Context: an optimization exercise on an open-source flow, tuned for small area. The choices shown serve that exercise and are no tape-out recipe.
The RTL was checked by simulation tests, not by an equivalence proof against the original design.
The flow treats the clock pin as an ideal source. Dropping or thinning the clock tree relies on that and would not hold on a real chip.
Power and IR drop assume default switching activity.

## run 1
## top
module top(clk,
				rst,
				ir_zatvaranje,
				ir_pumpa,
				motor_zatvaranje1,
				motor_zatvaranje2,
				motor_traka1,
				motor_traka2,
				pumpa_switch,
				dioda_punjenje
				);
	input clk;
	input rst;
	input ir_zatvaranje;
	input ir_pumpa;
	output [3:0] motor_zatvaranje1;
	output [3:0] motor_zatvaranje2;
	output [3:0] motor_traka1;
	output [3:0] motor_traka2;
	output pumpa_switch;
	output dioda_punjenje;
	stepper_zatvaranje step_motor_zatvaranje (
		.clk (clk),
		.rst (rst),
		.ir_zatvaranje (ir_zatvaranje),
		.motor_zatvaranje1 (motor_zatvaranje1),
		.motor_zatvaranje2 (motor_zatvaranje2)
		);
	stepper_traka step_motor_traka (
		.clk (clk),
		.rst (rst),
		.ir_zatvaranje (ir_zatvaranje),
		.ir_pumpa (ir_pumpa),
		.motor_traka1 (motor_traka1),
		.motor_traka2 (motor_traka2)
		);
	pumpa pumpa (
		.clk (clk),
		.rst (rst),
		.ir_pumpa (ir_pumpa),
		.pumpa_switch (pumpa_switch),
		.dioda_punjenje (dioda_punjenje)
		);
endmodule
Size: ~70 flip-flops, about 22 I/O pins.
==> flow/config.mk <==
export PLATFORM = sky130hd
export DESIGN_NAME = top
export DESIGN_NICKNAME = top
export VERILOG_FILES = /design/flow/design.v
export SDC_FILE = /design/flow/constraint.sdc
export NUM_CORES = 4
export LEC_CHECK = 0
export CAP_MARGIN = 20
export CORE_MARGIN = 2
export CORE_UTILIZATION = 40
export SLEW_MARGIN = 20
==> flow/constraint.sdc <==
create_clock -name core_clock -period 10.0 [get_ports {clk}]
set_input_delay 2.0000 -clock core_clock [delete_from_list [all_inputs] [get_ports {clk}]]
set_output_delay 2.0000 -clock core_clock [all_outputs]
set_load 0.01 [all_outputs]
standard.sh (not shown) runs the stock make flow with config.mk's settings and CLKGATE_MAP_FILE= SYNTH_SCRIPT=/design/flow/synth_recipe.tcl, a recipe that flattens the netlist after the stock synthesis.
==> flow/flow/run.sh <==
#!/bin/bash
# Standard layout, unchanged.
set -e
bash standard.sh finish > standard.log 2>&1
[inputs] run 2 vs run 1
==> flow/run.sh (new file) <==
#!/bin/bash
# synth_recipe.tcl (not shown) runs the flow's synth.tcl, then flattens the netlist and writes it again
# the make line also repeats each setting of config.mk as NAME=value (left out here)
make -C /OpenROAD-flow-scripts/flow DESIGN_CONFIG=/design/flow/config.mk WORK_HOME=/design/flow/orfs CLKGATE_MAP_FILE= SYNTH_SCRIPT=/design/flow/synth_recipe.tcl finish
removed: flow/flow/run.sh
removed: flow/standard.sh
## What came out
From run 1 to run 2 the numbers moved as follows: flip-flop and latch count about even; register bit count reported by yosys shows no meaningful change.
Clock transition at the registers of the reported paths across run 1 and run 2: no real change.
Reported for run 1 and run 2, synthesized instance count turned out identical to the last digit.
Met3 wire length: run 2 vs run 1 identical
Input-level comparison between run 3 and run 2:
==> flow/flow/run.sh (new file) <==
#!/bin/bash
# Standard layout with single-drive-strength port buffers and a small clock tree.
set -e
bash standard.sh BUFFER_PORTS_ARGS="-buffer_cell sky130_fd_sc_hd__buf_1" \
  CTS_ARGS="-sink_clustering_enable -repair_clock_nets -dont_use_dummy_load -buf_list sky130_fd_sc_hd__clkbuf_8 -root_buf sky130_fd_sc_hd__clkbuf_8 -sink_clustering_size 70" \
  finish > standard.log 2>&1
==> flow/standard.sh (new file) <==
#!/bin/bash
# synth_recipe.tcl (not shown) runs the flow's synth.tcl, then flattens the netlist and writes it again
# the make line also repeats each setting of config.mk as NAME=value (left out here)
make -C /OpenROAD-flow-scripts/flow DESIGN_CONFIG=/design/flow/config.mk WORK_HOME=/design/flow/orfs CLKGATE_MAP_FILE= SYNTH_SCRIPT=/design/flow/synth_recipe.tcl "${@:-finish}"
removed: flow/run.sh
Final worst slack for run 3: 0.40 ns up relative to run 2. Run 2 → run 3: power dissipated in combinational cells now sits lower, post-layout minimum cycle time fell by 0.40 ns, initial antenna violation count stayed essentially flat. The core of run 3 is less densely filled than that of run 2. Run 3 vs. run 2: multi-input gate share of total cell area went up by 3.4 points. Run 3 and run 2 ended up with roughly the same global-route total usage across every layer.
### run 3 -> run 4
==> flow/flow/run.sh <==
#!/bin/bash
# Standard layout with single-drive-strength port buffers and a small clock tree.
set -e
bash standard.sh BUFFER_PORTS_ARGS="-buffer_cell sky130_fd_sc_hd__buf_1" \
  CTS_ARGS="-sink_clustering_enable -repair_clock_nets -dont_use_dummy_load -buf_list sky130_fd_sc_hd__clkbuf_4 -root_buf sky130_fd_sc_hd__clkbuf_4 -sink_clustering_size 35" \
  finish > standard.log 2>&1
==> results.txt <==
- No stage failed in run 4, and the final checks on the layout all came back clean.
- Global-route usage of run 3 is on par with run 4.
- Minimum period implied by the final worst setup slack delta (run 4 − run 3): favourable
- [compare] base=run 3 new=run 4: average wire length per cell after detail routing dropped 1.1%, part of the total power dissipated in combinational logic climbed 1.1 points, area overhead of the layout relative to synthesis dropped 1.7 points, first-pass GRT wire length dropped 49 µm.

== north ==
Starting RTL as in the previous note.
==> flow/config.mk <==
export PLATFORM = sky130hd
export DESIGN_NAME = top
export DESIGN_NICKNAME = top
export VERILOG_FILES = /design/flow/design.v
export SDC_FILE = /design/flow/constraint.sdc
export NUM_CORES = 4
export LEC_CHECK = 0
export CAP_MARGIN = 20
export CORE_MARGIN = 2
export CORE_UTILIZATION = 65
export SLEW_MARGIN = 20
==> flow/constraint.sdc <==
create_clock -name core_clock -period 10.0 [get_ports {clk}]
set_input_delay 2.0000 -clock core_clock [delete_from_list [all_inputs] [get_ports {clk}]]
set_output_delay 2.0000 -clock core_clock [all_outputs]
set_load 0.01 [all_outputs]
==> flow/flow/run.sh <==
#!/bin/bash
# Standard layout, except: single-strength port buffers and a hand-built
# one-level clock tree (flow/cts_manual.tcl) in place of TritonCTS.
set -e
here=$(pwd)
args=(BUFFER_PORTS_ARGS="-buffer_cell sky130_fd_sc_hd__buf_1")
bash standard.sh "${args[@]}" place > place.log 2>&1
MY_CLKBUF=sky130_fd_sc_hd__clkbuf_8 MY_CLKBUF_N=4 \
  bash standard.sh "${args[@]}" run RUN_SCRIPT=$here/flow/cts_manual.tcl RUN_LOG_NAME_STEM=4_1_cts > cts.log 2>&1
bash standard.sh "${args[@]}" finish > finish.log 2>&1
==> flow/flow/cts_manual.tcl <==
# Clock tree step in place of ORFS's cts.tcl: the design is small, so the
# clock port drives a few clock buffers directly and each buffer drives a
# group of registers (split by x position).  The rest follows cts.tcl.
utl::set_metrics_stage "cts__{}"
source $::env(SCRIPTS_DIR)/load.tcl
erase_non_stage_variables cts
load_design 3_place.odb 3_place.sdc

set buf_cell $::env(MY_CLKBUF)
set nbuf $::env(MY_CLKBUF_N)

set db [ord::get_db]
set block [ord::get_db_block]
set clk_net [$block findNet clk]
set master [$db findMaster $buf_cell]

set sinks {}
foreach it [$clk_net getITerms] {
  set inst [$it getInst]
  set bb [$inst getBBox]
  set x [expr {([$bb xMin] + [$bb xMax]) / 2}]
  set y [expr {([$bb yMin] + [$bb yMax]) / 2}]
  lappend sinks [list $x $y $it]
}
# split the sinks into nbuf groups: halves by x, then each half by y
proc split_sinks {sinks parts axis} {
  if {$parts <= 1} { return [list $sinks] }
  set sinks [lsort -integer -index $axis $sinks]
  set n [llength $sinks]
  set h [expr {$n / 2}]
  set p [expr {$parts / 2}]
  set next [expr {1 - $axis}]
  return [concat [split_sinks [lrange $sinks 0 [expr {$h - 1}]] $p $next] \
                 [split_sinks [lrange $sinks $h end] [expr {$parts - $p}] $next]]
}
set groups [split_sinks $sinks $nbuf 0]
puts "manual cts: [llength $sinks] sinks, $nbuf x $buf_cell"

set b 0
foreach group $groups {
  set net [odb::dbNet_create $block clknet_${b}_clk]
  $net setSigType CLOCK
  set inst [odb::dbInst_create $block $master clkbuf_${b}_clk]
  set sx 0
  set sy 0
  foreach s $group {
    set it [lindex $s 2]
    $it disconnect
    $it connect $net
    set sx [expr {$sx + [lindex $s 0]}]
    set sy [expr {$sy + [lindex $s 1]}]
  }
  set cnt [llength $group]
  [$inst findITerm A] connect $clk_net
  [$inst findITerm X] connect $net
  $inst setLocation [expr {$sx / $cnt}] [expr {$sy / $cnt}]
  $inst setPlacementStatus PLACED
  puts "manual cts: buffer $b drives $cnt sinks"
  incr b
}

set_propagated_clock [all_clocks]
estimate_parasitics -placement

set_placement_padding -global \
  -left $::env(CELL_PAD_IN_SITES_DETAIL_PLACEMENT) \
  -right $::env(CELL_PAD_IN_SITES_DETAIL_PLACEMENT)
detailed_placement
estimate_parasitics -placement
repair_timing_helper
detailed_placement
check_placement -verbose

report_metrics 4 "cts final"
orfs_write_db $::env(RESULTS_DIR)/4_1_cts.odb
orfs_write_sdc $::env(RESULTS_DIR)/4_cts.sdc
north ran to completion and came out clean on the timing, design-rule and antenna checks.
Setup changes, north to middle
--- a/flow/flow/run.sh
+++ b/flow/flow/run.sh
@@ -7,3 +7,3 @@
 bash standard.sh "${args[@]}" place > place.log 2>&1
-MY_CLKBUF=sky130_fd_sc_hd__clkbuf_8 MY_CLKBUF_N=4 \
+MY_CLKBUF=sky130_fd_sc_hd__buf_8 MY_CLKBUF_N=4 \
   bash standard.sh "${args[@]}" run RUN_SCRIPT=$here/flow/cts_manual.tcl RUN_LOG_NAME_STEM=4_1_cts > cts.log 2>&1
Notes after the runs:
- On standby leakage power, middle and north are neck and neck.
- Taking north as the reference, in middle final instance area roughly the same, total wire length after detailed routing lost about 0.9%.
- Taking north as the reference point, the part of the power in the clock network of middle rises by 1.2 points.
- Reported for middle and north, post-route non-filler standard cell count turned out identical to the last digit.
- middle finished every step from synthesis to the final layout, and the layout passed the timing, design-rule and antenna checks.
- Synthesis-to-layout area growth essentially unchanged between north and middle.
- Summary — number of filler instances in the final layout, middle relative to north: higher, by 2.
- Changes observed in middle relative to north: fraction of area in multi-input gates about even; depth of the critical timing path with buffers and inverters included closely matched the old numbers.
In every run of this note, the design's own scripts or RTL, not TritonCTS, make the clock network.

-- what the ideal ports hide --
The flow's constraints put no driver on any port. The routed layouts listed below were extracted and timed again, unchanged, in two steps.
Step 1 assumes that a clkbuf_16 drives the clock port and a buf_2 every other input.
Step 2 adds t to the input delays and takes it off the output delays; t is the mean of the earliest and latest rising clock arrival at the registers after step 1. Input paths then give back, and output paths get back, about the clock's delay inside the block.
Slacks: no drivers / after step 1 / after step 2; pairs: no drivers / after step 1.
| run | t, ns | slack for setup (ns) | worst register clock-pin slew, ns | pins driven straight from the clock port |
|---|---|---|---|---|
| run 1 | 0.358 | 3.130 / 3.133 / 2.775 | 0.08 / 0.08 | 1 |
| run 2 | 0.358 | 3.130 / 3.133 / 2.775 | 0.08 / 0.08 | 1 |
| run 3 | 0.360 | 3.527 / 3.528 / 3.168 | 0.08 / 0.08 | 1 |
| run 4 | 0.419 | 3.599 / 3.599 / 3.179 | 0.12 / 0.12 | 1 |
| north | 0.215 | 3.322 / 3.356 / 3.141 | 0.11 / 0.11 | 4 |
| middle | 0.191 | 3.287 / 3.334 / 3.143 | 0.10 / 0.10 | 4 |
After both steps every run listed still meets setup and hold. The setup slack of run 4, which loses most, moves by 0.000 ns with the drivers and by -0.420 ns with both steps.
